Background: an optimization exercise with open tools, aiming at small area, a short achievable clock period and few clock cycles per item. Do not read the settings as production practice.
Function was not checked in any run shown here: the RTL went through the layout flow alone.

==> flow/design.v <==
module sha_1_core(
    clk,
    rstn,
    din,
    din_vld,
    use_pre_cv,
    sha_1_end,
    busy,
    dout,
    dout_vld
);
input wire clk;
input wire rstn;
input wire [31:0] din;
input wire din_vld;
input wire use_pre_cv;
input wire sha_1_end;
output reg busy;
output wire [159:0] dout;
output reg dout_vld;
localparam [31:0] H0_INIT = 32'h67452301,
                  H1_INIT = 32'hEFCDAB89,
                  H2_INIT = 32'h98BADCFE,
                  H3_INIT = 32'h10325476,
                  H4_INIT = 32'hC3D2E1F0;
reg [6:0] cnt;       
reg hvld;            
reg st1;             
reg [1:0] ph;        
reg fch, fmaj;       
reg rot;             
reg ffa;             
reg last;            
wire start = din_vld & ~busy;
always @(posedge clk or negedge rstn) begin
    if (!rstn) begin
        cnt      <= 7'd0;
        busy     <= 1'b0;
        dout_vld <= 1'b0;
        hvld     <= 1'b0;
        st1      <= 1'b0;
        ph       <= 2'd0;
        fch      <= 1'b1;
        fmaj     <= 1'b0;
        rot      <= 1'b0;
        ffa      <= 1'b0;
        last     <= 1'b0;
    end
    else begin
        dout_vld <= last;
        st1      <= start;
        rot      <= (cnt == 7'd77) | (rot & ~last);
        ffa      <= (cnt == 7'd80) | (ffa & ~last);
        last     <= (cnt == 7'd81);
        if (start) begin
            ph   <= 2'd0;
            fch  <= 1'b1;
            fmaj <= 1'b0;
        end
        else if (cnt == 7'd20 || cnt == 7'd40 || cnt == 7'd60) begin
            ph   <= ph + 2'd1;
            fch  <= 1'b0;
            fmaj <= (ph == 2'd1);
        end
        if (start) begin
            cnt  <= 7'd1;
            busy <= 1'b1;
            hvld <= 1'b1;
        end
        else if (last) begin
            cnt  <= 7'd0;
            busy <= 1'b0;
        end
        else if (busy) begin
            cnt  <= cnt + 7'd1;
        end
    end
end
reg [31:0] w [0:15];
wire [31:0] w_xor = w[13] ^ w[8] ^ w[2] ^ w[0];
always @(posedge clk) begin
    w[15] <= din_vld ? din : {w_xor[30:0], w_xor[31]};
end
genvar i;
generate
    for (i = 0; i < 15; i = i + 1) begin: gen_w
        always @(posedge clk) w[i] <= w[i+1];
    end
endgenerate
reg [31:0] h0, h1, h2, h3, h4;
wire use_h = use_pre_cv & hvld;
wire [31:0] s1_ = use_h ? h1 : H1_INIT;
wire [31:0] s2_ = use_h ? h2 : H2_INIT;
wire [31:0] s3_ = use_h ? h3 : H3_INIT;
wire [31:0] s4_ = use_h ? h4 : H4_INIT;
reg [31:0] a, b, c, d;
reg [31:0] ps, pc;
wire [31:0] cb = {b[1:0], b[31:2]};            
wire [31:0] f_ch  = (a & cb) | (~a & c);
wire [31:0] f_par = a ^ cb ^ c;
wire [31:0] f_maj = (a & cb) | (a & c) | (cb & c);
wire [31:0] f = fch ? f_ch : (fmaj ? f_maj : f_par);
reg  [31:0] k;
always @(*) begin
    case (ph)
        2'd0:    k = 32'h5A827999;
        2'd1:    k = 32'h6ED9EBA1;
        2'd2:    k = 32'h8F1BBCDC;
        default: k = 32'hCA62C1D6;
    endcase
end
wire [31:0] s1 = d ^ w[15] ^ k;
wire [31:0] c1 = (d & w[15]) | (d & k) | (w[15] & k);
wire [31:0] c1s = {c1[30:0], 1'b0};
wire [31:0] s2 = f ^ s1 ^ c1s;
wire [31:0] c2 = (f & s1) | (f & c1s) | (s1 & c1s);
always @(posedge clk) begin
    ps <= s2;
    pc <= {c2[30:0], 1'b0};
end
wire [31:0] ra = {a[26:0], a[31:27]};
wire [31:0] s3 = ra ^ ps ^ pc;
wire [31:0] c3 = (ra & ps) | (ra & pc) | (ps & pc);
wire [31:0] a_next = s3 + {c3[30:0], 1'b0};
always @(posedge clk) begin
    if (start) begin
        a <= s1_;
        b <= {s2_[29:0], s2_[31:30]};
        c <= s3_;
        d <= s4_;
    end
    else begin
        if (st1)
            a <= h0;
        else
            a <= a_next;
        b <= a;
        c <= cb;
        d <= c;
    end
end
wire [31:0] ff_x = ffa ? a : {a[1:0], a[31:2]};
reg se;
always @(posedge clk) se <= sha_1_end;
wire [31:0] ff_sum = (se ? h4 : 32'd0) + ff_x;
wire ld_iv = start & ~use_h;    
always @(posedge clk) begin
    if (rot) begin
        h0 <= ff_sum;
        h1 <= h0;
        h2 <= h1;
        h3 <= h2;
        h4 <= h3;
    end
    else if (ld_iv) begin
        h0 <= H0_INIT;
        h1 <= H1_INIT;
        h2 <= H2_INIT;
        h3 <= H3_INIT;
        h4 <= H4_INIT;
    end
end
assign dout = {h0, h1, h2, h3, h4};
endmodule
==> flow/run.sh <==
#!/bin/bash
# synth_recipe.tcl (not shown) runs the flow's synth.tcl, then flattens the netlist and writes it again
# the make line also repeats each setting of config.mk as NAME=value (left out here)
make -C /OpenROAD-flow-scripts/flow DESIGN_CONFIG=/design/flow/config.mk WORK_HOME=/design/flow/orfs CLKGATE_MAP_FILE= SYNTH_SCRIPT=/design/flow/synth_recipe.tcl finish
==> flow/config.mk <==
export PLATFORM = sky130hd
export DESIGN_NAME = sha_1_core
export DESIGN_NICKNAME = sha_1_core
export VERILOG_FILES = /design/flow/design.v
export SDC_FILE = /design/flow/constraint.sdc
export NUM_CORES = 4
export LEC_CHECK = 0
export CAP_MARGIN = 20
export CORE_MARGIN = 2
export CORE_UTILIZATION = 40
export CTS_BUF_LIST = sky130_fd_sc_hd__clkbuf_4 sky130_fd_sc_hd__clkbuf_8
export CTS_CLUSTER_DIAMETER = 50
export CTS_CLUSTER_SIZE = 20
export PLACE_DENSITY = 0.6
export SETUP_SLACK_MARGIN = 3.8
export SLEW_MARGIN = 20
==> flow/constraint.sdc <==
create_clock -name core_clock -period 7.0 [get_ports {clk}]
set_input_delay 1.4000 -clock core_clock [delete_from_list [all_inputs] [get_ports {clk}]]
set_output_delay 1.4000 -clock core_clock [all_outputs]
set_load 0.01 [all_outputs]
==> results of run 1 <==
-- final cells by class --
cell class	instances	area [um2]	share of cell area, %
tap	1040	1300	3.49
timing repair buffer	295	2810	7.52
inverter	89	334	0.895
clock buffer	89	1170	3.13
clock inverter	39	517	1.38
antenna	2	5.00	0.0134
multi-input combinational	1326	11800	31.5
sequential	882	19400	52.0
-- layer usage --
layer	share of wire, %	wire length, um	GRT usage [%]
met3	5.7	4460	2.73
met2	44	34800	30.0
met5	0.015	12	0
met1	48	37500	29.2
met4	2.4	1860	6.25
-- metrics by stage --
step	instances	cell area, um2
after detailed placement	3545	34100
after global placement	3545	34100
after CTS	3733	36800
after global routing	3761	37300
final	3762	37300
after floorplan	2386	31100
-- synth_stat cells, types with 5 or more instances --
cell type  count  area, um2
a22o_1        50        438
buf_2          5       25.0
o22ai_1       11       68.8
a21oi_1      101        505
nor2b_1       45        282
nand3_1       18       90.1
clkbuf_1      67        251
or2_2          6       37.5
dfxtp_1      704      14100
mux2_2        29        327
nand2_1      103        387
a21o_1        27        203
o21bai_1      13       97.6
nor2_1        67        251
nand2b_1      79        494
xor2_1        27        236
inv_1         89        334
o21a_1         5       37.5
buf_1         19       71.3
ha_1          74        926
edfxtp_1     160       4800
o22a_1        50        438
nand4_1        8       50.1
xnor2_1      129       1130
dfrtp_1       17        425
o31ai_1        5       37.5
a211oi_1      39        293
a31oi_1        5       31.3
o21ai_0       81        405
fa_1         121       2420
or3_1          5       31.3
and2_1        99        619
o211ai_1       5       37.5
and3_1         6       37.5
mux2i_1       43        430
nor3_1         9       45.0
-- cells by family after synthesis --
| kind of cell | Yosys count | share of synthesized area [%] |
|---|---|---|
| adders and majority gates | 195 | 10.8 |
| AOI/OAI and AO/OA | 441 | 9.99 |
| muxes | 73 | 2.49 |
| xor gates and xnor gates | 156 | 4.40 |
| buffers and inverters | 180 | 2.20 |
| DFF | 882 | 62.3 |
| and+or+nand+nor | 459 | 7.86 |
-- layout by cell type (no fill, tap or decap), drive strengths merged, types with 6 or more instances in the layout --
cell,count
nor2,68
clkbuf,89
a31oi,6
nand3,18
o211ai,6
a21o,28
a22o,50
and2,100
inv,101
dfrtp,17
nand2,104
nand4,8
a221oi,6
or2,7
mux2i,43
xor2,27
bufinv,7
clkdlybuf4s50,187
ha,74
o21bai,13
o31ai,6
nor3,10
and3,6
nand2b,79
a211oi,42
clkinv,15
o22a,50
nor2b,45
o21ai,87
xnor2,129
a21oi,102
dfxtp,704
buf,97
o22ai,11
edfxtp,160
fa,121
mux2,30
-- timing repair --
| item | 4_1_cts | 5_1_grt |
|---|---|---|
| pin swaps | 31 | 49 |
| gates cloned | 4 | 0 |
| resized for setup | 117 | 70 |
| buffers inserted | 56 | 27 |
| endpoints found under the setup margin | 159 | 176 |
-- path summary, 6_finish.rpt --
| check | from | to | slack [ns] | cells after the start |
|---|---|---|---|---|
| worst min-delay path | w[14][10]$_DFF_P_ | w[13][10]$_DFF_P_ | 0.31 | 0 |
| min in group asynchronous | rstn | hvld$_DFFE_PN0P_ | 1.26 | 1 |
| max in group asynchronous | rstn | rot$_DFF_PN0_ | 5.01 | 1 |
| worst max-delay path | ffa$_DFF_PN0_ | h0[31]$_SDFFCE_PN0P_ | 3.69 | 12 |
| worst max register to register | ffa$_DFF_PN0_ | h0[31]$_SDFFCE_PN0P_ | 3.69 | 12 |
| worst min register to register | w[14][10]$_DFF_P_ | w[13][10]$_DFF_P_ | 0.31 | 0 |
-- state kept, by name, summed over array words and instances (netlist names), 2 cells and up --
signal	cells
ps	32
h2	32
b	32
h3	32
ph	2
h4	32
cnt	7
pc	31
w	512
h0	32
d	32
c	32
h1	32
a	32
==> out/metrics.csv, run 1 <==
metric,value,unit
detailedPlace.worstSlack,2.86,ns
die_h,283,um
nets,2898,
synth_edf_count,160,
numCtsBuffers,72,
criticalPathCategory,flip-flop to flip-flop,
ys_ff_latch,882,
die_area,79900,um2
grt_pass1_vias,19100,
viasPerCell,4.97,
crit_top_cell,o21ai_2,
row_count,102,
layout-drive-gt1-share,14.9,%
htree_levels,3,
timing.final.crit_share,47.3,%
drc,0,
design.core.area,77200,um2
postSynthCellCount,2386,
antenna_found_initial,7,
initial_core_util,40.2,%
grtUsageTotal,19.8,%
worst_pin_slew,1.06,ns
cts_root_buf,clkbuf_8,
globalplace.congestion,0.879,
syn_avg_cell_area,13.0,um2
fmax,302,MHz
final_util,48.3,%
mappedNetlistArea,31100,um2
hold_violations,0,
numPortBuffers,198,
cp_cell_sequence,buf_12 > buf_16 > mux2_2 > ha_4 > nand2_1 > o21ai_2 > a221oi_4 > o31ai_4 > a311o_2 > a31oi_4 > o21ai_2 > mux2_4,
ctsHoldBuffers,0,
startpoint_type,flip-flop,
grt_pass1_wl,119000,um
rsz0062_at_grt,yes,
path_clk_slew,0.11,ns
hpwlAfterDp,54100,um
hold-worst-slack,0.310,ns
yosysWarningCount,2,
syn_nets,2618,
cap_violations,0,
drt-total-wl,78700,um
clkSinkCount,882,
ios,199,
slowest_stage,a311o_2,
wl_per_cell,20.9,um
status,"complete, no violations",
cp_top_family,compound AO/OA/AOI/OAI gates,
relSlewSlack,29.5,%
clock_path_buffers,3,
yosysSeqAreaShare,62.3,%
synth.distinct_cells,77,
setup_viol,0,
first_iter_violations,1311,
cts_tree,done,
grt-ovfl-total,0,
fin_ws,3.69,ns
end_kind,flip-flop,
fillers,6757,
cp_max_fo,8,
crit_path_max_incr_delay,0.47,ns
setup_tns,0,ns
min_path_type,flip-flop to flip-flop,
async_flop_share,2.04,%
worstPathArrival,3.75,ns
grt_max_degree,100,
vias,18700,
min_period,3.31,ns
final.setup_skew,0.0345,ns
die_w,283,um
synthFlopType,dfxtp_1,
cp_data_required_time,7.44,ns
area_growth,20.1,%
clock_latency,0.70,ns
antenna_left,0,
drv_slew,0,
cp.buffers_inverters,2,
dr.pass1.iters,5,
==> inputs of run 2 (changes only) <==
--- a/flow/design.v
+++ b/flow/design.v
@@ -89,6 +89,7 @@
 endgenerate
 reg [31:0] h0, h1, h2, h3, h4;
 wire use_h = use_pre_cv & hvld;
+wire [31:0] s0_ = use_h ? h0 : H0_INIT;
 wire [31:0] s1_ = use_h ? h1 : H1_INIT;
 wire [31:0] s2_ = use_h ? h2 : H2_INIT;
 wire [31:0] s3_ = use_h ? h3 : H3_INIT;
@@ -140,25 +141,22 @@
     end
 end
 wire [31:0] ff_x = ffa ? a : {a[1:0], a[31:2]};
-reg se;
-always @(posedge clk) se <= sha_1_end;
-wire [31:0] ff_sum = (se ? h4 : 32'd0) + ff_x;
-wire ld_iv = start & ~use_h;    
+wire [31:0] ff_sum = (sha_1_end ? h4 : 32'd0) + ff_x;
 always @(posedge clk) begin
-    if (rot) begin
+    if (start) begin
+        h0 <= s0_;
+        h1 <= s1_;
+        h2 <= s2_;
+        h3 <= s3_;
+        h4 <= s4_;
+    end
+    else if (rot) begin
         h0 <= ff_sum;
         h1 <= h0;
         h2 <= h1;
         h3 <= h2;
         h4 <= h3;
     end
-    else if (ld_iv) begin
-        h0 <= H0_INIT;
-        h1 <= H1_INIT;
-        h2 <= H2_INIT;
-        h3 <= H3_INIT;
-        h4 <= H4_INIT;
-    end
 end
 assign dout = {h0, h1, h2, h3, h4};
 endmodule
==> flow/config.mk (replaced) <==
export PLATFORM = sky130hd
export DESIGN_NAME = sha_1_core
export DESIGN_NICKNAME = sha_1_core
export VERILOG_FILES = /design/flow/design.v
export SDC_FILE = /design/flow/constraint.sdc
export NUM_CORES = 4
export LEC_CHECK = 0
export CAP_MARGIN = 20
export CORE_MARGIN = 2
export CORE_UTILIZATION = 40
export PLACE_DENSITY = 0.6
export SETUP_SLACK_MARGIN = 3.5
export SLEW_MARGIN = 20
==> run 2 against run 1 <==
  * Hold slack improved by 0.0031 ns
  * Largest cell class unchanged
  * Register-to-register slack got worse by 0.14 ns
  * Clock skew rose by 0.0041 ns
  * First-iteration DRC count rose by 16%
  * Die area rose by 1.1%
  * Cell count barely moved
  * Cell area rose by 1.4%
==> out/metrics.csv, run 2 <==
metric,value,unit
criticalPathCategory,primary input to flip-flop,
ios,199,
grt_pass1_vias,20100,
path_clk_slew,0.06,ns
yosys.area.top_type,dfxtp_1,
drc,0,
startpoint_type,primary input,
worst_pin_slew,0.957,ns
die_w,284,um
cts_tree,done,
r2r_cells,10,
final.setup_skew,0.0387,ns
worst_hold_path.num_cells,0,
detailedPlace.worstSlack,1.92,ns
nets,2885,
grtUsageTotal,20.3,%
synth.most_common_cell,dfxtp_1,
synth_top_area_share,44.8,%
fillers,6909,
grt_max_degree,76,
row_count,102,
synth.distinct_cells,68,
initial_core_util,40.5,%
ys_ff_latch,881,
largest_reg_flops,512,
wl_per_cell,22.1,um
setup_viol,0,
area_growth,20.4,%
drt-total-wl,83100,um
fin_ws,3.48,ns
timing.final.crit_share,50.3,%
vias,19600,
antenna_found_initial,2,
synth_edf_count,160,
rrSetupSlack,3.55,ns
cp_cell_sequence,buf_12 > and2_4 > ha_4 > inv_2 > fa_2 > and2b_2 > o31ai_4 > a211oi_4 > a31oi_4 > o41a_1 > o31ai_2 > xnor2_1 > nor2_1,
yosysSeqAreaShare,61.5,%
cts_root_buf,clkbuf_16,
relSlewSlack,36.0,%
slowest_stage,o41a_1,
dr.pass1.iters,5,
viasPerCell,5.20,
grt-ovfl-total,0,
clock_path_buffers,3,
globalplace.congestion,0.912,
layout.cells.most_common_list,"687 x dfxtp_1, 195 x clkdlybuf4s50_1, 160 x edfxtp_1",
grt_pass1_wl,126000,um
syn_nets,2686,
hpwlAfterDp,57800,um
holdPathEnd,w[11][8]$_DFF_P_,
worstPathArrival,3.87,ns
clkSinkCount,881,
regArea,19400,um2
htree_levels,3,
timing.rr.start,a[0]$_DFF_P_,
die_h,284,um
yosysWarningCount,2,
final_common_cell,dfxtp_1,
timing.rr.end,a[25]$_DFF_P_,
layout-drive-gt1-share,10.2,%
top_register,w,
cp_top_family,compound AO/OA/AOI/OAI gates,
cap_violations,0,
cp_data_required_time,7.35,ns
fmax,284,MHz
mappedNetlistArea,31400,um2
setup_tns,0,ns
rsz0062_at_grt,yes,
synthTopCellsByArea,"dfxtp_1 45%, edfxtp_1 15%, fa_1 7.7%",
status,"complete, no violations",
multi_input_area,11700,um2
end_kind,flip-flop,
cp_max_fo,10,
synthFlopType,dfxtp_1,
async_flop_share,2.04,%
crit_path_max_incr_delay,0.37,ns
synth_common_cells,"703 x dfxtp_1, 160 x edfxtp_1, 134 x a21oi_1",
drv_slew,0,
cp.buffers_inverters,2,
hold_violations,0,
design.core.area,77600,um2
min_period,3.52,ns
clock_latency,0.66,ns
min_path_type,flip-flop to flip-flop,
antenna_left,0,
numPortBuffers,198,
numCtsBuffers,85,
postSynthCellCount,2454,
hold_start,w[12][8]$_DFF_P_,
die_area,80800,um2
ctsHoldBuffers,0,
syn_avg_cell_area,12.8,um2
first_iter_violations,1518,
## run 2: cell count changes after synthesis, moves of 7 or more
cell	change
a21o_1	-13
a21oi_1	+33
a22o_1	+49
and2_1	-63
clkbuf_1	+19
nand2_1	+21
nand2b_1	-74
nand4_1	+9
nor2_1	+19
nor2b_1	-8
o21a_1	+7
o22a_1	+58
## run 2: cells by family after synthesis
kind of cell	count (synthesis)	synth area share, %
and+or+nand+nor	368	5.56
AOI/OAI and AO/OA	578	13.1
buffers and inverters	206	2.48
muxes	67	2.25
adders and majority gates	195	10.7
DFF	881	61.5
xor gates and xnor gates	159	4.43
## run 2: worst max-delay path by stage
stage | cells after the start | start | slack (ns) | end
4_1_cts | 13 | sha_1_end | 3.51 | h0[28]$_SDFFCE_PP0P_
5_1_grt | 10 | a[30]$_DFF_P_ | 3.46 | a[30]$_DFF_P_
3_5_place_dp | 12 | sha_1_end | 1.92 | h0[27]$_SDFFCE_PP0P_
6_report | 13 | sha_1_end | 3.48 | h0[28]$_SDFFCE_PP0P_
3_3_place_gp | 12 | sha_1_end | 2.00 | h0[27]$_SDFFCE_PP0P_
2_1_floorplan | 13 | sha_1_end | 3.08 | h0[28]$_SDFFCE_PP0P_
## run 2: metal layers
layer	global-route usage (%)	part of all wire [%]
met2	31.3	45
met3	2.65	5.2
met4	5.75	2.2
met1	29.8	47
met5	0	0
## run 2: final cells by class
cell class                 count  share of cell area, %
multi-input combinational   1368                   31.0
clock buffer                 118                   6.51
inverter                      95                  0.949
antenna                        2                 0.0132
sequential                   881                   51.2
timing repair buffer         222                   5.76
tap                         1040                   3.44
clock inverter                39                   1.16
## run 2: timing repair
action,in CTS,in global routing
pin swaps,4,14
resized for setup,38,37
setup endpoints to repair,40,18
buffers inserted,4,4
gates cloned,0,1
## run 2: stage by stage
step | hold slack (ns) | util, % | instances | cell area [um2]
6_report | 0.313 | 48.8 | 3765 | 37800
5_1_grt | 0.310 | 48.8 | 3763 | 37800
4_1_cts | 0.300 | 48.5 | 3758 | 37600
3_5_place_dp | 0.312 | 44.6 | 3597 | 34600
3_3_place_gp | 0.310 | 44.6 | 3597 | 34600
2_1_floorplan | 0.310 | - | 2454 | 31600
==> inputs of run 3 (changes only) <==
--- a/flow/config.mk
+++ b/flow/config.mk
@@ -8,6 +8,7 @@
 export CAP_MARGIN = 20
 export CORE_MARGIN = 2
 export CORE_UTILIZATION = 40
+export CTS_BUF_LIST = sky130_fd_sc_hd__clkbuf_8
 export PLACE_DENSITY = 0.6
 export SETUP_SLACK_MARGIN = 3.5
 export SLEW_MARGIN = 20
==> run 3 against run 2 <==
  * Sequential share of layout area increased by 0.16 points
  * Synthesized cell count unchanged
  * Global-route usage grew 0.27 points
  * Cell area down 0.32%
  * Count of clock-buffer cells in the layout grew 48
==> out/metrics.csv, run 3 <==
metric,value,unit
clock_path_buffers,3,
dr.pass1.iters,6,
timing.final.crit_share,49.4,%
syn_nets,2686,
end_kind,flip-flop,
final_util,48.6,%
final_common_cell,dfxtp_1,
grt-ovfl-total,0,
largest_reg_flops,512,
status,"complete, no violations",
antenna_left,0,
criticalPathCategory,primary input to flip-flop,
drt-total-wl,83000,um
hpwlAfterDp,57800,um
worstPathArrival,3.97,ns
synth_top_area_share,44.8,%
rrSetupSlack,3.59,ns
dpl_cell_area,34600,um2
worst_hold_path.num_cells,0,
vias,19800,
nets,2936,
htree_levels,4,
grt_max_degree,76,
synth_common_cells,"703 x dfxtp_1, 160 x edfxtp_1, 134 x a21oi_1",
place_inst,3597,
regArea,19400,um2
cp_data_required_time,7.52,ns
die_w,284,um
viasPerCell,5.12,
mappedNetlistArea,31400,um2
timing.rr.start,a[0]$_DFF_P_,
synthFlopType,dfxtp_1,
clock_latency,0.79,ns
numPortBuffers,198,
yosys.area.top_type,dfxtp_1,
wl_per_cell,21.5,um
hold_violations,0,
r2r_cells,11,
cts_root_buf,clkbuf_8,
cts_tree,done,
top_register,w,
timing.rr.end,a[13]$_DFF_P_,
synthTopCellsByArea,"dfxtp_1 45%, edfxtp_1 15%, fa_1 7.7%",
postSynthCellCount,2454,
startpoint_type,primary input,
cp_max_fo,10,
row_count,102,
grtUsageTotal,20.5,%
relSlewSlack,35.2,%
setup_viol,0,
multi_input_area,11700,um2
yosysSeqAreaShare,61.5,%
async_flop_share,2.04,%
min_period,3.46,ns
instances_no_fill,3856,
cap_violations,0,
globalplace.congestion,0.912,
fillers,6953,
synth_edf_count,160,
design.core.area,77600,um2
fmax,289,MHz
numCtsBuffers,139,
min_path_type,flip-flop to flip-flop,
first_iter_violations,1617,
hold_start,w[10][12]$_DFF_P_,
antenna_found_initial,3,
synth.most_common_cell,dfxtp_1,
initial_core_util,40.5,%
grt_pass1_vias,20700,
layout-drive-gt1-share,11.9,%
syn_avg_cell_area,12.8,um2
startpoint,sha_1_end,
setup_tns,0,ns
grt_pass1_wl,127000,um
fin_area,37700,um2
ios,199,
crit_path_end,h0[28]$_SDFFCE_PP0P_,
die_area,80800,um2
ys_ff_latch,881,
drv_slew,0,
area_growth,20.0,%
path_clk_slew,0.06,ns
clkSinkCount,881,
drc,0,
synth.distinct_cells,68,
worst_pin_slew,0.968,ns
yosysWarningCount,2,
die_h,284,um
rsz0062_at_grt,yes,
layout.cells.most_common_list,"686 x dfxtp_1, 195 x clkdlybuf4s50_1, 166 x clkbuf_8",
final.setup_skew,0.0409,ns
run 3: cell counts after synthesis:
No cell type changed its count.
run 3: area by class of cell:
class,instances,area share [%]
sequential,881,51.3
multi-input combinational,1367,30.9
clock buffer,166,6.06
timing repair buffer,220,5.70
tap,1040,3.45
clock inverter,86,1.58
inverter,95,0.952
antenna,1,0.00664
run 3: worst max-delay path, cell delays in order:
cell and delay [ns]:
clkbuf_4 0.21, and2_4 0.18, ha_4 0.13, inv_2 0.04
fa_2 0.34, and2b_2 0.26, o31ai_4 0.10, a211oi_4 0.31
a31oi_4 0.20, o41a_1 0.39, o31ai_2 0.21, xnor2_1 0.14
nor2_1 0.05
run 3: cell families after synthesis:
| logic type | share of synthesized area [%] |
|---|---|
| AND/OR/NAND/NOR | 5.56 |
| XOR/XNOR | 4.43 |
| multiplexers | 2.25 |
| flip-flops | 61.5 |
| buffers and inverters | 2.48 |
| adder cells (fa/ha/maj) | 10.7 |
| AO/OA/AOI/OAI | 13.1 |
run 3: per-layer routing:
layer / GRT usage, % / share of wire (%) / wire, um
met5: 0 / 0 / 0
met1: 29.3 / 47 / 39300
met4: 7.88 / 2.8 / 2360
met3: 4.18 / 5.6 / 4670
met2: 30.7 / 44 / 36700
run 3: timing repair:
action                                  CTS  global route
resized for setup                        35            30
buffers inserted                          0             6
endpoints found under the hold margin     0             0
hold buffers                              0             0
gates cloned                              0             0
pin swaps                                 2             8
endpoints found under the setup margin   35            17
run 3: how the worst min path moves through the flow:
stage	to
finish	w[9][12]$_DFF_P_
global route	w[13][21]$_DFF_P_
CTS	w[13][21]$_DFF_P_
detailed placement	w[8][16]$_DFF_P_
global placement	w[13][9]$_DFF_P_
floorplan	w[0][0]$_DFF_P_
run 3: through the flow:
stage,setup slack [ns],hold WS (ns)
final,3.54,0.313
after global routing,3.44,0.308
after CTS,3.50,0.311
after detailed placement,1.92,0.312
after global placement,2.00,0.310
after floorplan,3.08,0.310
==> inputs of run 4 (changes only) <==
==> flow/design.v (replaced) <==
module sha_1_core(
    clk,
    rstn,
    din,
    din_vld,
    use_pre_cv,
    sha_1_end,
    busy,
    dout,
    dout_vld
);
input wire clk;
input wire rstn;
input wire [31:0] din;
input wire din_vld;
input wire use_pre_cv;
input wire sha_1_end;
output reg busy;
output wire [159:0] dout;
output reg dout_vld;
localparam [31:0] H0_INIT = 32'h67452301,
                  H1_INIT = 32'hEFCDAB89,
                  H2_INIT = 32'h98BADCFE,
                  H3_INIT = 32'h10325476,
                  H4_INIT = 32'hC3D2E1F0;
reg [6:0] cnt;       
reg hvld;            
reg st1;             
reg [1:0] ph;        
reg rot;             
reg ffa;             
reg last;            
wire start = din_vld & ~busy;
always @(posedge clk or negedge rstn) begin
    if (!rstn) begin
        cnt      <= 7'd0;
        busy     <= 1'b0;
        dout_vld <= 1'b0;
        hvld     <= 1'b0;
        st1      <= 1'b0;
        ph       <= 2'd0;
        rot      <= 1'b0;
        ffa      <= 1'b0;
        last     <= 1'b0;
    end
    else begin
        dout_vld <= last;
        st1      <= start;
        rot      <= (cnt == 7'd77) | (rot & ~last);
        ffa      <= (cnt == 7'd80) | (ffa & ~last);
        last     <= (cnt == 7'd81);
        if (start)
            ph <= 2'd0;
        else if (cnt == 7'd20 || cnt == 7'd40 || cnt == 7'd60)
            ph <= ph + 2'd1;
        if (start) begin
            cnt  <= 7'd1;
            busy <= 1'b1;
            hvld <= 1'b1;
        end
        else if (last) begin
            cnt  <= 7'd0;
            busy <= 1'b0;
        end
        else if (busy) begin
            cnt  <= cnt + 7'd1;
        end
    end
end
reg [31:0] w [0:15];
wire [31:0] w_xor = w[13] ^ w[8] ^ w[2] ^ w[0];
always @(posedge clk) begin
    w[15] <= din_vld ? din : {w_xor[30:0], w_xor[31]};
end
genvar i;
generate
    for (i = 0; i < 15; i = i + 1) begin: gen_w
        always @(posedge clk) w[i] <= w[i+1];
    end
endgenerate
reg [31:0] h0, h1, h2, h3, h4;
wire use_h = use_pre_cv & hvld;
wire [31:0] s0 = use_h ? h0 : H0_INIT;
wire [31:0] s1 = use_h ? h1 : H1_INIT;
wire [31:0] s2 = use_h ? h2 : H2_INIT;
wire [31:0] s3 = use_h ? h3 : H3_INIT;
wire [31:0] s4 = use_h ? h4 : H4_INIT;
reg [31:0] a, b, c, d, p;
wire [31:0] cb = {b[1:0], b[31:2]};            
reg  [31:0] f;
reg  [31:0] k;
always @(*) begin
    case (ph)
        2'd0: begin
            f = (a & cb) | (~a & c);
            k = 32'h5A827999;
        end
        2'd1: begin
            f = a ^ cb ^ c;
            k = 32'h6ED9EBA1;
        end
        2'd2: begin
            f = (a & cb) | (a & c) | (cb & c);
            k = 32'h8F1BBCDC;
        end
        default: begin
            f = a ^ cb ^ c;
            k = 32'hCA62C1D6;
        end
    endcase
end
always @(posedge clk) begin
    p <= f + d + k + w[15];
end
always @(posedge clk) begin
    if (start) begin
        a <= s1;
        b <= {s2[29:0], s2[31:30]};
        c <= s3;
        d <= s4;
    end
    else begin
        if (st1)
            a <= h0;
        else
            a <= {a[26:0], a[31:27]} + p;
        b <= a;
        c <= cb;
        d <= c;
    end
end
wire [31:0] ff_x = ffa ? a : {a[1:0], a[31:2]};
wire [31:0] ff_sum = (sha_1_end ? h4 : 32'd0) + ff_x;
always @(posedge clk) begin
    if (start) begin
        h0 <= s0;
        h1 <= s1;
        h2 <= s2;
        h3 <= s3;
        h4 <= s4;
    end
    else if (rot) begin
        h0 <= ff_sum;
        h1 <= h0;
        h2 <= h1;
        h3 <= h2;
        h4 <= h3;
    end
end
assign dout = {h0, h1, h2, h3, h4};
endmodule
--- a/flow/config.mk
+++ b/flow/config.mk
@@ -8,7 +8,6 @@
 export CAP_MARGIN = 20
 export CORE_MARGIN = 2
 export CORE_UTILIZATION = 40
-export CTS_BUF_LIST = sky130_fd_sc_hd__clkbuf_8
 export PLACE_DENSITY = 0.6
-export SETUP_SLACK_MARGIN = 3.5
+export SETUP_SLACK_MARGIN = 3
 export SLEW_MARGIN = 20
==> run 4 against run 3 <==
  * Core utilization is 1.2 points higher
  * First-iteration DRC count is 20% lower
  * Maximum frequency is 23% lower
  * Clock skew is 0.012 ns lower
  * Sequential share of layout area is 2.9 points lower
  * Cell count is 1.5% higher
  * Setup slack worse by 1.0 ns
  * Synthesized area is 0.51% lower
  * Count of clock-buffer cells in the layout is 46 lower
  * Critical endpoint is now p[31]$_DFF_P_
  * Largest cell class unchanged
==> out/metrics.csv, run 4 <==
metric,value,unit
synth_top_area_share,43.0,%
timing.final.crit_share,63.9,%
clock_path_buffers,3,
worstPathArrival,4.99,ns
syn_avg_cell_area,12.3,um2
status,"complete, no violations",
ctsHoldBuffers,0,
syn_nets,2777,
clock_latency,0.63,ns
cap_violations,0,
criticalPathCategory,flip-flop to flip-flop,
setup_viol,0,
cp_cell_sequence,fa_1 > a22o_1 > a21oi_2 > fa_1 > fa_1 > inv_2 > fa_2 > a21o_1 > a21oi_2 > o21bai_1 > a21oi_2 > o211ai_1 > and2_4 > o41a_1 > a21oi_2 > o221ai_2 > xnor2_1,
grt_pass1_vias,20400,
path_clk_slew,0.07,ns
yosysSeqAreaShare,59.7,%
globalplace.congestion,0.905,
dr.pass1.iters,5,
fmax,224,MHz
worst_pin_slew,0.956,ns
antennaDiodeCount,0,
cts_root_buf,clkbuf_16,
area_growth,23.4,%
first_iter_violations,1297,
viasPerCell,5.12,
startpoint_type,flip-flop,
async_flop_share,1.89,%
ys_ff_latch,848,
final.setup_skew,0.0289,ns
cp_top_family,adder cells,
drt-total-wl,81600,um
numCtsBuffers,82,
clkSinkCount,848,
synth.most_common_cell,dfxtp_1,
htree_levels,3,
cp_max_fo,2,
design.core.area,77500,um2
min_path_type,flip-flop to flip-flop,
setup_tns,0,ns
wl_per_cell,20.8,um
grt_max_degree,137,
drv_slew,0,
synthFlopType,dfxtp_1,
layout-drive-gt1-share,14.5,%
die_w,284,um
rsz0062_at_grt,yes,
hpwlAfterDp,55400,um
cts_tree,done,
yosys.area.top_type,dfxtp_1,
synthTopCellsByArea,"dfxtp_1 43%, edfxtp_1 15%, fa_1 5.9%",
end_kind,flip-flop,
ios,199,
antenna_left,0,
grt_pass1_wl,124000,um
instances_no_fill,3914,
drc,0,
synth.distinct_cells,73,
antenna_found_initial,1,
mappedNetlistArea,31300,um2
die_h,284,um
slowest_stage,fa_1,
min_period,4.47,ns
postSynthCellCount,2544,
die_area,80400,um2
row_count,102,
cp_data_required_time,7.51,ns
hold_violations,0,
final_common_cell,dfxtp_1,
synth_common_cells,"672 x dfxtp_1, 160 x edfxtp_1, 152 x inv_1",
yosysWarningCount,2,
place_inst,3702,
grt-ovfl-total,0,
layout.cells.most_common_list,"652 x dfxtp_1, 196 x clkdlybuf4s50_1, 160 x edfxtp_1",
largest_reg_flops,512,
vias,20000,
crit_top_cell,a21oi_2,
grtUsageTotal,19.9,%
crit_path_max_incr_delay,0.51,ns
cp.buffers_inverters,1,
numPortBuffers,198,
hold-worst-slack,0.317,ns
fillers,6804,
top_register,w,
relSlewSlack,36.3,%
nets,3037,
initial_core_util,40.3,%
synth_edf_count,160,
==> run 4: cell types whose count changed in the layout (fill, tap and decap cells not counted), moves of 29 or more <==
cell	previous run	this run
clkbuf_8	166	18
clkbuf_16	0	89
nor2_1	85	120
dfxtp_1	686	652
mux2_2	29	63
buf_4	20	51
fa_1	119	89
mux2i_1	37	7
a211oi_1	40	11
==> run 4: through the flow <==
step                      instance area, um2  setup WS, ns  util, %
final                                  38600          2.53     49.8
after floorplan                        31600          2.53        -
after global placement                 34600          1.85     44.7
after detailed placement               34600          1.72     44.7
after CTS                              38300          2.52     49.4
after global routing                   38600          2.37     49.8
==> run 4: cell families after synthesis <==
kind of cell               after synthesis  share of synthesized area [%]
AOI/OAI and AO/OA                      597                           13.9
xor gates and xnor gates               185                           5.18
adders and majority gates              196                           10.1
buffers and inverters                  250                           3.00
DFF                                    848                           59.7
muxes                                   70                           2.49
and+or+nand+nor                        398                           5.64
==> run 4: area by class of cell <==
class                           instances  area, um2  area share (%)
Sequential cell                       848      18700            48.5
Multi-Input combinational cell       1449      12400            32.1
Timing Repair Buffer                  270       2710            7.03
Clock buffer                          120       2500            6.49
Tap cell                             1040       1300            3.37
Inverter                              153        577            1.50
Clock inverter                         34        402            1.04
==> run 4: final timing paths <==
kind,from,to,slack (ns),cells past startpoint
max in group asynchronous,rstn,ffa$_DFF_PN0_,5.53,2
worst min-delay path,w[11][22]$_DFF_P_,w[10][22]$_DFF_P_,0.32,0
worst max-delay path,a[2]$_DFF_P_,p[31]$_DFF_P_,2.53,17
min in group asynchronous,rstn,st1$_DFF_PN0_,1.15,2
worst max register to register,a[2]$_DFF_P_,p[31]$_DFF_P_,2.53,17
worst min register to register,w[11][22]$_DFF_P_,w[10][22]$_DFF_P_,0.32,0
==> run 4: worst reg2reg max path, cell delays in order, from the launching register on <==
cell and delay [ns]:
dfxtp_4 0.36, fa_1 0.50, a22o_1 0.22, a21oi_2 0.13, fa_1 0.45, fa_1 0.51, inv_2 0.06, fa_2 0.39
a21o_1 0.18, a21oi_2 0.16, o21bai_1 0.09, a21oi_2 0.21, o211ai_1 0.14, and2_4 0.18, o41a_1 0.36, a21oi_2 0.18
o221ai_2 0.11, xnor2_1 0.13
==> run 4: layer usage <==
metal,up-vias,routed length [um],GRT usage (%)
met3,109,4740,2.81
met5,-,0,0
met2,650,36600,30.7
li1,9415,-,-
met1,9871,37800,28.5
met4,0,2420,7.00
==> run 4: what timing repair did <==
| action | 4_1_cts | 5_1_grt |
|---|---|---|
| pin swaps | 46 | 26 |
| gates resized for setup | 93 | 37 |
| setup buffers | 39 | 14 |
| gates cloned | 4 | 1 |
| endpoints found under the setup margin | 39 | 31 |
==> inputs of run 5 (changes only) <==
--- a/flow/config.mk
+++ b/flow/config.mk
@@ -9,5 +9,5 @@
 export CORE_MARGIN = 2
 export CORE_UTILIZATION = 40
 export PLACE_DENSITY = 0.6
-export SETUP_SLACK_MARGIN = 3
+export SETUP_SLACK_MARGIN = 4.5
 export SLEW_MARGIN = 20
==> run 5 against run 4 <==
  * Maximum frequency fell by 1.8%
  * Setup slack got worse by 0.080 ns
  * Core utilization rose by 3.6 points
  * First-iteration DRC count rose by 40%
  * Hold slack got worse by 0.0035 ns
  * Global-route usage rose by 1.7 points
==> out/metrics.csv, run 5 <==
metric,value,unit
status,"complete, no violations",
cp_max_fo,20,
clock_path_buffers,3,
drc,0,
crit_path_max_incr_delay,0.51,ns
wl_per_cell,21.2,um
numCtsBuffers,83,
vias,21900,
criticalPathCategory,flip-flop to flip-flop,
crit_path_end,p[30]$_DFF_P_,
synth_top_area_share,43.0,%
worst_pin_slew,0.834,ns
synth.distinct_cells,73,
syn_avg_cell_area,12.3,um2
globalplace.congestion,0.902,
yosys.area.top_type,dfxtp_1,
timing.rr.end,p[30]$_DFF_P_,
largest_reg_flops,512,
drt-total-wl,89300,um
cts_root_buf,clkbuf_16,
yosysWarningCount,2,
startpoint_type,flip-flop,
clock_latency,0.65,ns
synthFlopType,dfxtp_1,
htree_levels,3,
slowest_stage,fa_1,
fillers,6522,
syn_nets,2777,
cap_violations,0,
numPortBuffers,198,
yosysSeqAreaShare,59.7,%
clkSinkCount,848,
initial_core_util,40.3,%
cp_top_family,compound AO/OA/AOI/OAI gates,
drt-met1-wl,40200,um
relSlewSlack,44.4,%
first_iter_violations,1815,
timing.final.crit_share,65.0,%
grt-ovfl-total,0,
antenna_found_initial,2,
grt_pass1_wl,134000,um
viasPerCell,5.20,
ctsHoldBuffers,0,
cp_cell_sequence,ha_4 > buf_6 > buf_16 > a22oi_1 > nand2_1 > fa_1 > inv_1 > fa_1 > inv_1 > ha_1 > o211a_1 > o311a_4 > o31ai_4 > o21ai_2 > o41ai_4 > o311ai_1 > a21oi_1 > xnor2_1,
ys_ff_latch,848,
die_area,80400,um2
fmax,220,MHz
top_register,w,
synth_edf_count,160,
grtUsageTotal,21.5,%
setup_tns,0,ns
min_period,4.55,ns
layout.cells.most_common_list,"647 x dfxtp_1, 289 x buf_4, 160 x edfxtp_1",
grt_pass1_vias,21500,
cts_tree,done,
hpwlAfterDp,55700,um
die_h,284,um
wl_met2,40300,um
area_growth,32.4,%
setup_viol,0,
final.setup_skew,0.0394,ns
antenna_left,0,
timing.rr.start,ph[1]$_DFFE_PN0P_,
startpoint,ph[1]$_DFFE_PN0P_,
nets,3343,
path_depth,18,
rsz0062_at_grt,yes,
postSynthCellCount,2544,
worstPathArrival,5.07,ns
met3_wirelength,6310,um
cp.buffers_inverters,4,
layout-drive-gt1-share,31.3,%
row_count,102,
min_path_type,flip-flop to flip-flop,
ios,199,
r2r_cells,18,
end_kind,flip-flop,
design.core.area,77500,um2
synth_common_cells,"672 x dfxtp_1, 160 x edfxtp_1, 152 x inv_1",
routed.top_layer,met5,
dr.pass1.iters,6,
path_clk_slew,0.06,ns
mappedNetlistArea,31300,um2
hold-worst-slack,0.313,ns
cp_data_required_time,7.52,ns
drv_slew,0,
synth.most_common_cell,dfxtp_1,
synthTopCellsByArea,"dfxtp_1 43%, edfxtp_1 15%, fa_1 5.9%",
hold_violations,0,
grt_max_degree,83,
final_common_cell,dfxtp_1,
rrSetupSlack,2.45,ns
die_w,284,um
async_flop_share,1.89,%
## run 5: through the flow
| step | worst slack (ns) | instances | utilization, % | cell area, um2 |
|---|---|---|---|---|
| floorplan | 2.53 | 2544 | - | 31900 |
| global placement | 1.88 | 3701 | 44.9 | 34800 |
| detailed placement | 1.73 | 3701 | 44.9 | 34800 |
| CTS | 2.54 | 4126 | 51.7 | 40100 |
| global route | 2.30 | 4216 | 53.4 | 41400 |
| finish | 2.45 | 4217 | 53.4 | 41400 |
## run 5: how the worst min path moves through the flow
stage / startpoint / end / slack, ns / cells after the start
2_1_floorplan: w[1][0]$_DFF_P_ / w[0][0]$_DFF_P_ / 0.31 / 0
3_3_place_gp: w[14][30]$_DFF_P_ / w[13][30]$_DFF_P_ / 0.31 / 0
3_5_place_dp: w[11][10]$_DFF_P_ / w[10][10]$_DFF_P_ / 0.31 / 0
4_1_cts: w[6][7]$_DFF_P_ / w[5][7]$_DFF_P_ / 0.32 / 0
5_1_grt: w[7][21]$_DFF_P_ / w[6][21]$_DFF_P_ / 0.31 / 0
6_report: w[6][7]$_DFF_P_ / w[5][7]$_DFF_P_ / 0.31 / 0
## run 5: area by class of cell
| cell class | instances | area (um2) | area share [%] |
|---|---|---|---|
| sequential | 848 | 18700 | 45.2 |
| multi-input combinational | 1452 | 13300 | 32.0 |
| timing repair buffer | 571 | 4710 | 11.4 |
| clock buffer | 125 | 2410 | 5.83 |
| tap | 1040 | 1300 | 3.14 |
| inverter | 153 | 597 | 1.44 |
| clock inverter | 26 | 380 | 0.919 |
| timing repair inverter | 1 | 8.76 | 0.0212 |
| antenna | 1 | 2.50 | 0.00605 |
## run 5: cells by family (layout without fill, tap and decap cells)
logic type	Yosys count	count (layout)	share of synthesized area (%)
AOI/OAI and AO/OA	597	597	13.9
xor gates and xnor gates	185	185	5.18
adders and majority gates	196	196	10.1
buffers and inverters	250	876	3.00
DFF	848	848	59.7
muxes	70	70	2.49
other	0	1	0
and+or+nand+nor	398	404	5.64
## run 5: repair_timing
item	CTS	global route
gates cloned	10	0
setup endpoints to repair	614	293
buffers inserted	264	90
gates resized for setup	895	139
pin swaps	104	74
## run 5: metal layers
metal / vias to the layer above / global-route usage (%)
li1: 10000 / -
met1: 10800 / 30.5
met2: 917 / 33.9
met3: 144 / 3.55
met4: 2 / 6.48
met5: - / 0
==> inputs of run 6 (changes only) <==
--- a/flow/design.v
+++ b/flow/design.v
@@ -25,34 +25,17 @@
                   H4_INIT = 32'hC3D2E1F0;
 reg [6:0] cnt;       
 reg hvld;            
-reg st1;             
-reg [1:0] ph;        
-reg rot;             
-reg ffa;             
-reg last;            
 wire start = din_vld & ~busy;
+wire last  = (cnt == 7'd82);
 always @(posedge clk or negedge rstn) begin
     if (!rstn) begin
         cnt      <= 7'd0;
         busy     <= 1'b0;
         dout_vld <= 1'b0;
         hvld     <= 1'b0;
-        st1      <= 1'b0;
-        ph       <= 2'd0;
-        rot      <= 1'b0;
-        ffa      <= 1'b0;
-        last     <= 1'b0;
     end
     else begin
-        dout_vld <= last;
-        st1      <= start;
-        rot      <= (cnt == 7'd77) | (rot & ~last);
-        ffa      <= (cnt == 7'd80) | (ffa & ~last);
-        last     <= (cnt == 7'd81);
-        if (start)
-            ph <= 2'd0;
-        else if (cnt == 7'd20 || cnt == 7'd40 || cnt == 7'd60)
-            ph <= ph + 2'd1;
+        dout_vld <= busy & last;
         if (start) begin
             cnt  <= 7'd1;
             busy <= 1'b1;
@@ -90,24 +73,22 @@
 reg  [31:0] f;
 reg  [31:0] k;
 always @(*) begin
-    case (ph)
-        2'd0: begin
-            f = (a & cb) | (~a & c);
-            k = 32'h5A827999;
-        end
-        2'd1: begin
-            f = a ^ cb ^ c;
-            k = 32'h6ED9EBA1;
-        end
-        2'd2: begin
-            f = (a & cb) | (a & c) | (cb & c);
-            k = 32'h8F1BBCDC;
-        end
-        default: begin
-            f = a ^ cb ^ c;
-            k = 32'hCA62C1D6;
-        end
-    endcase
+    if (cnt <= 7'd20) begin
+        f = (a & cb) | (~a & c);
+        k = 32'h5A827999;
+    end
+    else if (cnt <= 7'd40) begin
+        f = a ^ cb ^ c;
+        k = 32'h6ED9EBA1;
+    end
+    else if (cnt <= 7'd60) begin
+        f = (a & cb) | (a & c) | (cb & c);
+        k = 32'h8F1BBCDC;
+    end
+    else begin
+        f = a ^ cb ^ c;
+        k = 32'hCA62C1D6;
+    end
 end
 always @(posedge clk) begin
     p <= f + d + k + w[15];
@@ -120,7 +101,7 @@
         d <= s4;
     end
     else begin
-        if (st1)
+        if (cnt == 7'd1)
             a <= h0;
         else
             a <= {a[26:0], a[31:27]} + p;
@@ -129,7 +110,8 @@
         d <= c;
     end
 end
-wire [31:0] ff_x = ffa ? a : {a[1:0], a[31:2]};
+wire rot = busy & (cnt >= 7'd78);
+wire [31:0] ff_x = (cnt <= 7'd80) ? {a[1:0], a[31:2]} : a;
 wire [31:0] ff_sum = (sha_1_end ? h4 : 32'd0) + ff_x;
 always @(posedge clk) begin
     if (start) begin
--- a/flow/config.mk
+++ b/flow/config.mk
@@ -9,5 +9,4 @@
 export CORE_MARGIN = 2
 export CORE_UTILIZATION = 40
 export PLACE_DENSITY = 0.6
-export SETUP_SLACK_MARGIN = 4.5
 export SLEW_MARGIN = 20
==> run 6 against run 5 <==
  * Cell count down 3.5%
  * Flip-flop and latch count is 6 lower
  * Die area is 0.42% higher
  * Clock skew is essentially flat
  * Core utilization down 5.3 points
  * Synthesized cell count rose by 8.2%
  * Register-to-register slack worse by 1.5 ns
  * Non-clock buffer count decreased by 351
  * Maximum frequency decreased by 25%
  * Hold slack lost 0.010 ns
==> out/metrics.csv, run 6 <==
metric,value,unit
status,"complete, no violations",
instances_no_fill,4071,
crit_path_max_incr_delay,0.51,ns
synthTopCellsByArea,"dfxtp_1 43%, edfxtp_1 15%, fa_1 5.9%",
grt_pass1_vias,20900,
worst_pin_slew,0.995,ns
drv_slew,0,
clkSinkCount,842,
htree_levels,3,
cts_resized,0,
cts_setup_buffers,0,
numCtsBuffers,83,
slowest_stage,a2111oi_2,
dpl_cell_area,34500,um2
clock_latency,0.64,ns
setup_viol,0,
dr.pass1.iters,5,
top_register,w,
initial_core_util,40.5,%
synth_edf_count,160,
syn_nets,3011,
drt-total-wl,82000,um
globalplace.congestion,0.873,
fillers,7090,
cts_tree,done,
grt_max_degree,78,
synth.most_common_cell,dfxtp_1,
yosysWarningCount,2,
hold_start,w[5][9]$_DFF_P_,
clock_path_buffers,3,
die_h,284,um
viasPerCell,5.03,
grt-ovfl-total,0,
final.setup_skew,0.0390,ns
grtUsageTotal,20.2,%
setup_tns,0,ns
min_path_type,flip-flop to flip-flop,
cp_top_family,compound AO/OA/AOI/OAI gates,
synth.distinct_cells,61,
cp.buffers_inverters,3,
end_kind,flip-flop,
drc,0,
ctsHoldBuffers,0,
cp_cell_sequence,inv_1 > ha_1 > nor2b_1 > o21ai_0 > nand2b_1 > nor2_1 > inv_1 > nand2_1 > o21ai_0 > fa_1 > inv_1 > fa_1 > ha_1 > fa_1 > a21oi_1 > o21ai_1 > a2111oi_2 > o31ai_1 > or4_1 > nand2_1 > o2111ai_1 > a21oi_1 > xnor2_1,
mappedNetlistArea,31400,um2
async_flop_share,1.19,%
die_area,80700,um2
wl_per_cell,20.2,um
path_clk_slew,0.06,ns
layout-drive-gt1-share,6.83,%
regArea,18500,um2
first_iter_violations,1709,
vias,20500,
grt_pass1_wl,126000,um
hold_violations,0,
nets,3222,
ios,199,
synth_top_area_share,42.9,%
antennaDiodeCount,0,
fin_area,37400,um2
place_inst,3918,
antenna_found_initial,0,
syn_avg_cell_area,11.4,um2
final_common_cell,dfxtp_1,
rsz0062_at_grt,no,
cp_max_fo,7,
cts_root_buf,clkbuf_16,
relSlewSlack,33.5,%
cap_violations,0,
postSynthCellCount,2752,
startpoint_type,flip-flop,
ys_ff_latch,842,
design.core.area,77600,um2
largest_reg_flops,512,
timing.rr.start,cnt[0]$_DFFE_PN0P_,
hpwlAfterDp,58900,um
yosysSeqAreaShare,59.0,%
timing.final.crit_share,87.0,%
numPortBuffers,198,
fmax,164,MHz
multi_input_area,12000,um2
row_count,102,
antenna_left,0,
synthFlopType,dfxtp_1,
die_w,284,um
worstPathArrival,6.63,ns
cp_data_required_time,7.54,ns
layout.cells.most_common_list,"672 x dfxtp_1, 350 x nand2_1, 197 x clkdlybuf4s50_1",
criticalPathCategory,flip-flop to flip-flop,
area_growth,19.0,%
synth_common_cells,"672 x dfxtp_1, 351 x nand2_1, 186 x nor2_1",
min_period,6.09,ns
startpoint,cnt[0]$_DFFE_PN0P_,
yosys.area.top_type,dfxtp_1,
==> run 6: cell count changes after synthesis, sizes merged, moves of 9 or more <==
cell	change
a21o	-9
a21oi	-9
mux2	-33
o32ai	+22
buf	-10
a22oi	-15
o21ai	+50
a211oi	-10
o22a	-99
ha	+26
nand2	+202
a22o	-18
nor2b	+31
nor2	+61
==> run 6: cell type report <==
type / instances / share of cell area, %
Clock buffer: 115 / 6.48
Timing Repair Buffer: 220 / 5.73
Multi-Input combinational cell: 1669 / 32.2
Sequential cell: 842 / 49.5
Tap cell: 1040 / 3.48
Inverter: 147 / 1.48
Clock inverter: 38 / 1.14
==> run 6: cells by family (layout without fill, tap and decap cells) <==
family / after synthesis / in the layout / synth area share [%]
flops: 842 / 842 / 59.0
simple gates: 722 / 722 / 9.99
compound gates: 507 / 507 / 10.8
buf+inv: 241 / 520 / 2.88
fa+ha+maj: 222 / 222 / 11.0
xor+xnor: 182 / 182 / 5.08
mux: 36 / 36 / 1.27
==> run 6: worst reg2reg max path, cell delays in order, from the launching register on <==
cell and delay [ns]:
dfrtp_1 0.42, inv_1 0.15, ha_1 0.17, nor2b_1 0.04
o21ai_0 0.14, nand2b_1 0.11, nor2_1 0.42, inv_1 0.30
nand2_1 0.35, o21ai_0 0.20, fa_1 0.42, inv_1 0.08
fa_1 0.42, ha_1 0.23, fa_1 0.46, a21oi_1 0.22
o21ai_1 0.12, a2111oi_2 0.51, o31ai_1 0.21, or4_1 0.46
nand2_1 0.11, o2111ai_1 0.13, a21oi_1 0.20, xnor2_1 0.14
==> run 6: final timing paths <==
check                           cells past startpoint  slack, ns                 end
max in group asynchronous                           1       5.21  cnt[0]$_DFFE_PN0P_
worst max register to register                     23       0.91       p[17]$_DFF_P_
worst max-delay path                               23       0.91       p[17]$_DFF_P_
min in group asynchronous                           1       1.24    hvld$_DFFE_PN0P_
worst min register to register                      0       0.30     w[4][9]$_DFF_P_
worst min-delay path                                0       0.30     w[4][9]$_DFF_P_
==> run 6: per-stage QoR <==
| step | hold slack (ns) | utilization, % | setup WS (ns) |
|---|---|---|---|
| global route | 0.315 | 48.2 | 0.274 |
| floorplan | 0.310 | - | 1.56 |
| CTS | 0.301 | 48.2 | 0.821 |
| global placement | 0.310 | 44.5 | 1.04 |
| detailed placement | 0.312 | 44.5 | 0.861 |
| finish | 0.303 | 48.2 | 0.910 |
==> run 6: per-layer routing <==
layer | up-vias | GRT usage, % | share of wire, % | routed length [um]
met4 | 0 | 6.14 | 2.5 | 2010
met3 | 106 | 3.05 | 5.7 | 4640
met2 | 627 | 31.0 | 44 | 36300
li1 | 9729 | - | - | -
met5 | - | 0 | 0 | 0
met1 | 10000 | 29.4 | 48 | 39100

-- static timing again, ports no longer ideal --
No port has a modelled driver above. Below, the same layouts with a new extraction and two added sets of constraints. Step 1: set_driving_cell puts a clkbuf_16 on clk and a buf_2 on each other input, an assumption about the parent block. Step 2 moves the port delays by t, midway between the first and last clock arrival at a register: inputs arrive t later, outputs are due t later. That takes back most of the time a late clock gives input paths. Three values: no drivers, after step 1, after step 2; two values: the first two.
run	t, ns	slack for setup (ns)	worst hold slack (ns)	latest minus earliest clock arrival (ns)	cell pins on the clock port's net
run 1	0.744	3.691 / 3.691 / 3.127	0.310 / 0.310 / 0.310	0.035 / 0.035	1
run 2	0.695	3.482 / 3.460 / 2.765	0.313 / 0.313 / 0.313	0.039 / 0.040	1
run 3	0.825	3.542 / 3.537 / 2.727	0.313 / 0.313 / 0.313	0.044 / 0.043	1
run 4	0.681	2.528 / 2.528 / 2.439	0.317 / 0.317 / 0.317	0.032 / 0.032	1
run 5	0.694	2.448 / 2.448 / 2.436	0.313 / 0.313 / 0.313	0.042 / 0.042	1
run 6	0.688	0.910 / 0.910 / 0.910	0.303 / 0.303 / 0.303	0.044 / 0.044	1
After both steps every run listed still meets setup and hold. The setup slack of run 3, which loses most, moves by -0.005 ns with the drivers and by -0.815 ns with both steps.
